Source: an optimization exercise on an open RTL-to-GDS flow (aim: small area and a short achievable clock period). Production flows keep margins and buffers that such runs may drop. Function was checked by simulation only, so behaviour that the tests miss may differ from the original. The flow treats the clock pin as an ideal source. Dropping or thinning the clock tree relies on that and would not hold on a real chip. Power figures rest on the tool's default switching activity, not on a simulated workload.

the baseline:
==> flow/design.v (excerpt) <==
module UART (
    input  wire CLK,        
    input  wire rst,        
    input  wire btn_0,      
    output wire UART_TX,    
    input  wire UART_RX     
);
localparam [1:0] WAIT_ACTI = 2'd0,
                 SEND_CHAR = 2'd1,
                 RDY       = 2'd2,
                 WAIT_RDY  = 2'd3;
localparam       BTN       = 1'b0,
                 PARROT    = 1'b1;
reg  [1:0] uart_state;
reg  [3:0] str_idx;
reg        send_mode;
reg        send_char;
reg  [7:0] btn_char;
wire       ready;
wire       tail;
wire [7:0] recv_data;
wire       vald_data;
wire [7:0] cur;
wire       nempty;
wire       full;
wire       vald_next;
wire       nempty_d;
wire       full_d;
reg        w_enable;
reg        r_enable;
wire       acti_d = (uart_state == WAIT_ACTI && !r_enable && !btn_0) ||
                    (uart_state == WAIT_RDY && ready && (send_mode == PARROT || str_idx == 4'd8));
always @(posedge CLK) begin
    w_enable <= vald_next && !full_d;
    r_enable <= !rst && acti_d && nempty_d;
end
always @(*) begin
    case (str_idx[2:0])
        3'd1: btn_char = 8'h02;  
        3'd2: btn_char = 8'h41;  
        3'd3: btn_char = 8'h52;  
        3'd4: btn_char = 8'h54;  
        3'd5: btn_char = 8'h59;  
        3'd6: btn_char = 8'h0D;  
        3'd7: btn_char = 8'h0A;  
        default: btn_char = 8'h03;  
  ...
Size in the first run: roughly 2800 cells after synthesis, about 2100 flip-flops, about 46000 µm² of cells after synthesis.
==> module UART_TX_CTRL, before the edit <==
module UART_TX_CTRL (
    input  wire       CLK,
    input  wire       rst,
    input  wire       send,
    input  wire [7:0] data,      
    output wire       ready,
    output wire       tail,      
    output wire       UART_TX
);
localparam [1:0] RDY  = 2'b01,
                 LOAD = 2'b10,
                 SEND = 2'b11;
reg        tx_bit;
reg  [1:0] tx_state;
reg  [3:0] index;
reg  [3:0] tx_tmr;
wire       bit_done = (tx_tmr == 4'd15);
always @(posedge CLK) begin
    if (rst)
        tx_state <= RDY;
    else
    case (tx_state)
        RDY:
            if (send)
                tx_state <= LOAD;
        LOAD:
            tx_state <= SEND;
        SEND:
            if (bit_done)
                tx_state <= (index == 4'd10) ? RDY : LOAD;
        default:
            tx_state <= RDY;
    endcase
end
always @(posedge CLK) begin
    if (rst || tx_state == RDY)
        tx_tmr <= 4'd0;
    else
        tx_tmr <= tx_tmr ^ {&tx_tmr[2:0], &tx_tmr[1:0], tx_tmr[0], 1'b1};
end
always @(posedge CLK) begin
    if (rst || tx_state == RDY)
        index <= 4'd0;
    else if (tx_state == LOAD)
        index <= index ^ {&index[2:0], &index[1:0], index[0], 1'b1};
end
reg frame_bit;
always @(*) begin
    case (index)
        4'd0: frame_bit = 1'b0;
        4'd1: frame_bit = data[0];
        4'd2: frame_bit = data[1];
        4'd3: frame_bit = data[2];
        4'd4: frame_bit = data[3];
        4'd5: frame_bit = data[4];
        4'd6: frame_bit = data[5];
        4'd7: frame_bit = data[6];
        4'd8: frame_bit = data[7];
        default: frame_bit = 1'b1;
    endcase
end
always @(posedge CLK) begin
    if (rst || tx_state == RDY)
        tx_bit <= 1'b1;
    else if (tx_state == LOAD)
        tx_bit <= frame_bit;
end
assign UART_TX = tx_bit;
assign ready   = (tx_state == RDY);
assign tail    = index[3] & (index[1] | index[0]);
endmodule
==> module UART_RX_CTRL, before the edit <==
module UART_RX_CTRL (
    input  wire       CLK,
    input  wire       rst,
    input  wire       UART_RX,
    output reg  [7:0] recv_data,
    output wire       vald_data,
    output wire       vald_next    
);
localparam [2:0] WAIT_START  = 3'b001,
                 STORE_START = 3'b010,
                 STORE_DATA  = 3'b011,
                 STORE_STOP  = 3'b100,
                 STORE_LAST  = 3'b101;
reg  [2:0] rx_reg;
reg  [2:0] rx_state;
reg  [3:0] rx_tmr;
reg  [2:0] bit_count;
wire startbit_detected = rx_state[0] & rx_reg[2] & ~rx_reg[1];
wire sample_point      = (rx_tmr == 4'd0);
always @(posedge CLK) begin
    if (rst)
        rx_reg <= 3'd0;
    else
        rx_reg <= {rx_reg[1:0], UART_RX};
end
always @(posedge CLK) begin
    if (rst || startbit_detected)
        rx_tmr <= 4'd0;
    else
        rx_tmr <= rx_tmr ^ {&rx_tmr[2:0], &rx_tmr[1:0], rx_tmr[0], 1'b1};
end
always @(posedge CLK) begin
    if (rst) begin
        rx_state  <= WAIT_START;
        bit_count <= 3'd0;
    end
    else
    case (rx_state)
        WAIT_START:
            if (startbit_detected) begin
                rx_state  <= STORE_START;
                bit_count <= 3'd0;
            end
        STORE_START:
            if (sample_point)
                rx_state <= rx_reg[1] ? WAIT_START : STORE_DATA;
        STORE_DATA:
            if (sample_point) begin
                recv_data <= {rx_reg[1], recv_data[7:1]};
                if (bit_count == 3'd7)
                    rx_state <= STORE_STOP;
                else
                    bit_count <= bit_count ^ {&bit_count[1:0], bit_count[0], 1'b1};
            end
        STORE_STOP:
            if (sample_point)
                rx_state <= rx_reg[1] ? STORE_LAST : WAIT_START;
        default:
            rx_state <= WAIT_START;
    endcase
end
assign vald_data = (rx_state == STORE_LAST);
assign vald_next = !rst && (rx_state == STORE_STOP) && sample_point && rx_reg[1];
endmodule
==> module UART, before the edit <==
module UART (
    input  wire CLK,        
    input  wire rst,        
    input  wire btn_0,      
    output wire UART_TX,    
    input  wire UART_RX     
);
localparam [1:0] WAIT_ACTI = 2'd0,
                 SEND_CHAR = 2'd1,
                 RDY       = 2'd2,
                 WAIT_RDY  = 2'd3;
localparam       BTN       = 1'b0,
                 PARROT    = 1'b1;
reg  [1:0] uart_state;
reg  [3:0] str_idx;
reg        send_mode;
reg        send_char;
reg  [7:0] btn_char;
wire       ready;
wire       tail;
wire [7:0] recv_data;
wire       vald_data;
wire [7:0] cur;
wire       nempty;
wire       full;
wire       vald_next;
wire       nempty_d;
wire       full_d;
reg        w_enable;
reg        r_enable;
wire       acti_d = (uart_state == WAIT_ACTI && !r_enable && !btn_0) ||
                    (uart_state == WAIT_RDY && ready && (send_mode == PARROT || str_idx == 4'd8));
always @(posedge CLK) begin
    w_enable <= vald_next && !full_d;
    r_enable <= !rst && acti_d && nempty_d;
end
always @(*) begin
    case (str_idx[2:0])
        3'd1: btn_char = 8'h02;  
        3'd2: btn_char = 8'h41;  
        3'd3: btn_char = 8'h52;  
        3'd4: btn_char = 8'h54;  
        3'd5: btn_char = 8'h59;  
        3'd6: btn_char = 8'h0D;  
        3'd7: btn_char = 8'h0A;  
        default: btn_char = 8'h03;  
    endcase
end
UART_TX_CTRL uart_tx_ctrl (
    .CLK(CLK),
    .rst(rst),
    .send(send_char),
    .data(send_mode == PARROT ? cur : btn_char),
    .ready(ready),
    .tail(tail),
    .UART_TX(UART_TX)
);
UART_RX_CTRL uart_rx_ctrl (
    .CLK(CLK),
    .rst(rst),
    .UART_RX(UART_RX),
    .recv_data(recv_data),
    .vald_data(vald_data),
    .vald_next(vald_next)
);
FIFO fifo (
    .CLK(CLK),
    .rst(rst),
    .w_enable(w_enable),
    .r_enable(r_enable),
    .allow(uart_state == WAIT_ACTI || send_mode == BTN || tail),
    .w_data(recv_data),
    .cur(cur),
    .nempty(nempty),
    .full(full),
    .nempty_d(nempty_d),
    .full_d(full_d)
);
always @(posedge CLK) begin
    if (rst) begin
        uart_state <= WAIT_ACTI;
        send_mode  <= BTN;
    end
    else
    case (uart_state)
        WAIT_ACTI:
            if (r_enable) begin
                uart_state <= SEND_CHAR;
                send_mode  <= PARROT;
            end
            else if (btn_0) begin
                uart_state <= SEND_CHAR;
                send_mode  <= BTN;
            end
        SEND_CHAR:
            uart_state <= RDY;
        RDY:
            uart_state <= WAIT_RDY;
        WAIT_RDY:
            if (ready) begin
                if (send_mode == PARROT || str_idx == 4'd8)
                    uart_state <= WAIT_ACTI;
                else
                    uart_state <= SEND_CHAR;
            end
    endcase
end
always @(posedge CLK) begin
    if (rst || uart_state == WAIT_ACTI)
        str_idx <= 4'd0;
    else if (uart_state == SEND_CHAR)
        str_idx <= str_idx ^ {&str_idx[2:0], &str_idx[1:0], str_idx[0], 1'b1};
end
always @(posedge CLK) begin
    if (rst)
        send_char <= 1'b0;
    else
        send_char <= (uart_state == SEND_CHAR);
end
endmodule
Settings: LEC_CHECK=0, ABC_AREA=1, CAP_MARGIN=20, CORE_MARGIN=2, CORE_UTILIZATION=65, SLEW_MARGIN=20; clock period 10.0 ns.
standard.sh (not shown) runs the stock make flow with config.mk's settings and CLKGATE_MAP_FILE= SYNTH_SCRIPT=/design/flow/synth_recipe.tcl, a recipe that flattens the netlist after the stock synthesis.
==> flow/flow/run.sh <==
#!/bin/bash
# The standard layout flow (standard synthesis unchanged), with
#  - a buf_4 on each port instead of the default port buffer,
#  - clock-tree sink clusters of up to 36 flip-flops within 100 um, no dummy loads,
#  - the clock tree rebuilt as four levels of inv_16 (post_cts.tcl,
#    retree.tcl): the leaf clusters of the CTS tree are kept, each now
#    driven by an inv_16; above them the clock port drives four inv_16,
#    each driving two, each driving two that drive the leaves; a leaf
#    with a flip-flop clock slew over 112 ps is split in two,
#  - timing repair aiming at a setup slack of SETUP_MARGIN ns.
set -uo pipefail
F=$(pwd)/flow
SETUP_MARGIN=${SETUP_MARGIN:-7.2}
export FANOUTS="4 2 2"
export CELLS="sky130_fd_sc_hd__inv_16 sky130_fd_sc_hd__inv_16 sky130_fd_sc_hd__inv_16"
export LEAFCELL=sky130_fd_sc_hd__inv_16
bash standard.sh \
  BUFFER_PORTS_ARGS="-buffer_cell sky130_fd_sc_hd__buf_4" \
  CTS_ARGS="-sink_clustering_enable -repair_clock_nets -sink_clustering_size 36 -sink_clustering_max_diameter 100 -dont_use_dummy_load" \
  SKIP_CTS_REPAIR_TIMING=1 POST_CTS_TCL=$F/post_cts.tcl \
  SETUP_SLACK_MARGIN=$SETUP_MARGIN \
  finish > standard.log 2>&1
Other scripts of this flow, unchanged in this note and not shown: flow/flow/post_cts.tcl, flow/flow/retree.tcl
The baseline: no failed stages, no open violations at the end
### the baseline -> the candidate
-- flow/design.v --
<<< the baseline, line 3
    input  wire       rst,
    input  wire       send,
    input  wire [7:0] data,      
    output wire       ready,
    output wire       tail,      
>>> the candidate, line 3
    input  wire       rst,
    input  wire       send,
    input  wire       mode,      
    input  wire [7:0] cur,       
    input  wire [2:0] char,      
    output wire       ready,
    output wire       tail,      
<<< the baseline, line 45
        index <= index ^ {&index[2:0], &index[1:0], index[0], 1'b1};
end
reg frame_bit;
always @(*) begin
    case (index)
        4'd0: frame_bit = 1'b0;
        4'd1: frame_bit = data[0];
        4'd2: frame_bit = data[1];
        4'd3: frame_bit = data[2];
        4'd4: frame_bit = data[3];
        4'd5: frame_bit = data[4];
        4'd6: frame_bit = data[5];
        4'd7: frame_bit = data[6];
        4'd8: frame_bit = data[7];
        default: frame_bit = 1'b1;
    endcase
>>> the candidate, line 47
        index <= index ^ {&index[2:0], &index[1:0], index[0], 1'b1};
end
reg  [7:0] btn_char;
always @(*) begin
    case (char)
        3'd1: btn_char = 8'h02;  
        3'd2: btn_char = 8'h41;  
        3'd3: btn_char = 8'h52;  
        3'd4: btn_char = 8'h54;  
        3'd5: btn_char = 8'h59;  
        3'd6: btn_char = 8'h0D;  
        3'd7: btn_char = 8'h0A;  
        default: btn_char = 8'h03;  
    endcase
end
reg frame_bit;
always @(*) begin
    case (index)
        4'd0: frame_bit = 1'b0;
        4'd1: frame_bit = mode ? cur[0] : btn_char[0];
        4'd2: frame_bit = mode ? cur[1] : btn_char[1];
        4'd3: frame_bit = mode ? cur[2] : btn_char[2];
        4'd4: frame_bit = mode ? cur[3] : btn_char[3];
        4'd5: frame_bit = mode ? cur[4] : btn_char[4];
        4'd6: frame_bit = mode ? cur[5] : btn_char[5];
        4'd7: frame_bit = mode ? cur[6] : btn_char[6];
        4'd8: frame_bit = mode ? cur[7] : btn_char[7];
        default: frame_bit = 1'b1;
    endcase
<<< the baseline, line 102
end
always @(posedge CLK) begin
    if (rst) begin
        rx_state  <= WAIT_START;
        bit_count <= 3'd0;
    end
    else
    case (rx_state)
>>> the candidate, line 117
end
always @(posedge CLK) begin
    if (rst)
        rx_state  <= WAIT_START;
    else
    case (rx_state)
<<< the baseline, line 282
reg        send_mode;
reg        send_char;
reg  [7:0] btn_char;
wire       ready;
wire       tail;
>>> the candidate, line 295
reg        send_mode;
reg        send_char;
wire       ready;
wire       tail;
<<< the baseline, line 301
    r_enable <= !rst && acti_d && nempty_d;
end
always @(*) begin
    case (str_idx[2:0])
        3'd1: btn_char = 8'h02;  
        3'd2: btn_char = 8'h41;  
        3'd3: btn_char = 8'h52;  
        3'd4: btn_char = 8'h54;  
        3'd5: btn_char = 8'h59;  
        3'd6: btn_char = 8'h0D;  
        3'd7: btn_char = 8'h0A;  
        default: btn_char = 8'h03;  
    endcase
end
UART_TX_CTRL uart_tx_ctrl (
    .CLK(CLK),
    .rst(rst),
    .send(send_char),
    .data(send_mode == PARROT ? cur : btn_char),
    .ready(ready),
    .tail(tail),
>>> the candidate, line 313
    r_enable <= !rst && acti_d && nempty_d;
end
UART_TX_CTRL uart_tx_ctrl (
    .CLK(CLK),
    .rst(rst),
    .send(send_char),
    .mode(send_mode),
    .cur(cur),
    .char(str_idx[2:0]),       
    .ready(ready),
    .tail(tail),
==> notes.md <==
Diff the baseline -> the candidate: mean post-synth cell area flat, total power up 3.1%, number of iterations in the first detailed-routing pass up 2, cell count up 0.42%. Relative to the baseline, standby leakage power increased by 0.00011 µW in the candidate. The baseline → the candidate: cell count along the critical path barely changed; share of post-route cells with drive strength above 1 climbed 0.35 points; sequential-cell power consumption barely changed. The candidate against the baseline: met1 demand-to-capacity share in global routing shows an increase of 4.0 points; clock network power share higher; starting density of the core was more or less identical; clock power increased by about 11% relative to the old numbers; total power divided by cell area went up.
In every run of this note, the design's own scripts or RTL, not TritonCTS, make the clock network.

afterwards: timing with drivers on the ports:
The results above use ideal ports. As a check the final layouts listed here were re-extracted and re-timed, cells and wires unchanged.
Step 1 sets driving cells, clkbuf_16 on the clock port and buf_2 on the other inputs (assumed; they add their load-dependent delay and slew).
Step 2 times the ports against the registers' clock, not the clock port: input delays grow and output delays shrink by t, the midpoint of the rising clock arrivals with the driver on.
Three values: ideal ports, drivers, drivers and shift; two values: the first two.
| run | shift t [ns] | setup slack, ns | hold WS [ns] | pins driven straight from the clock port |
|---|---|---|---|---|
| the baseline | 0.533 | 7.245 / 7.025 / 6.988 | 0.308 / 0.306 / 0.306 | 4 |
| the candidate | 0.543 | 7.230 / 7.009 / 6.928 | 0.288 / 0.288 / 0.288 | 4 |
After both steps setup and hold are still met in every run listed. The setup slack of the candidate, which loses most, moves by -0.221 ns with the drivers and by -0.302 ns with both steps.
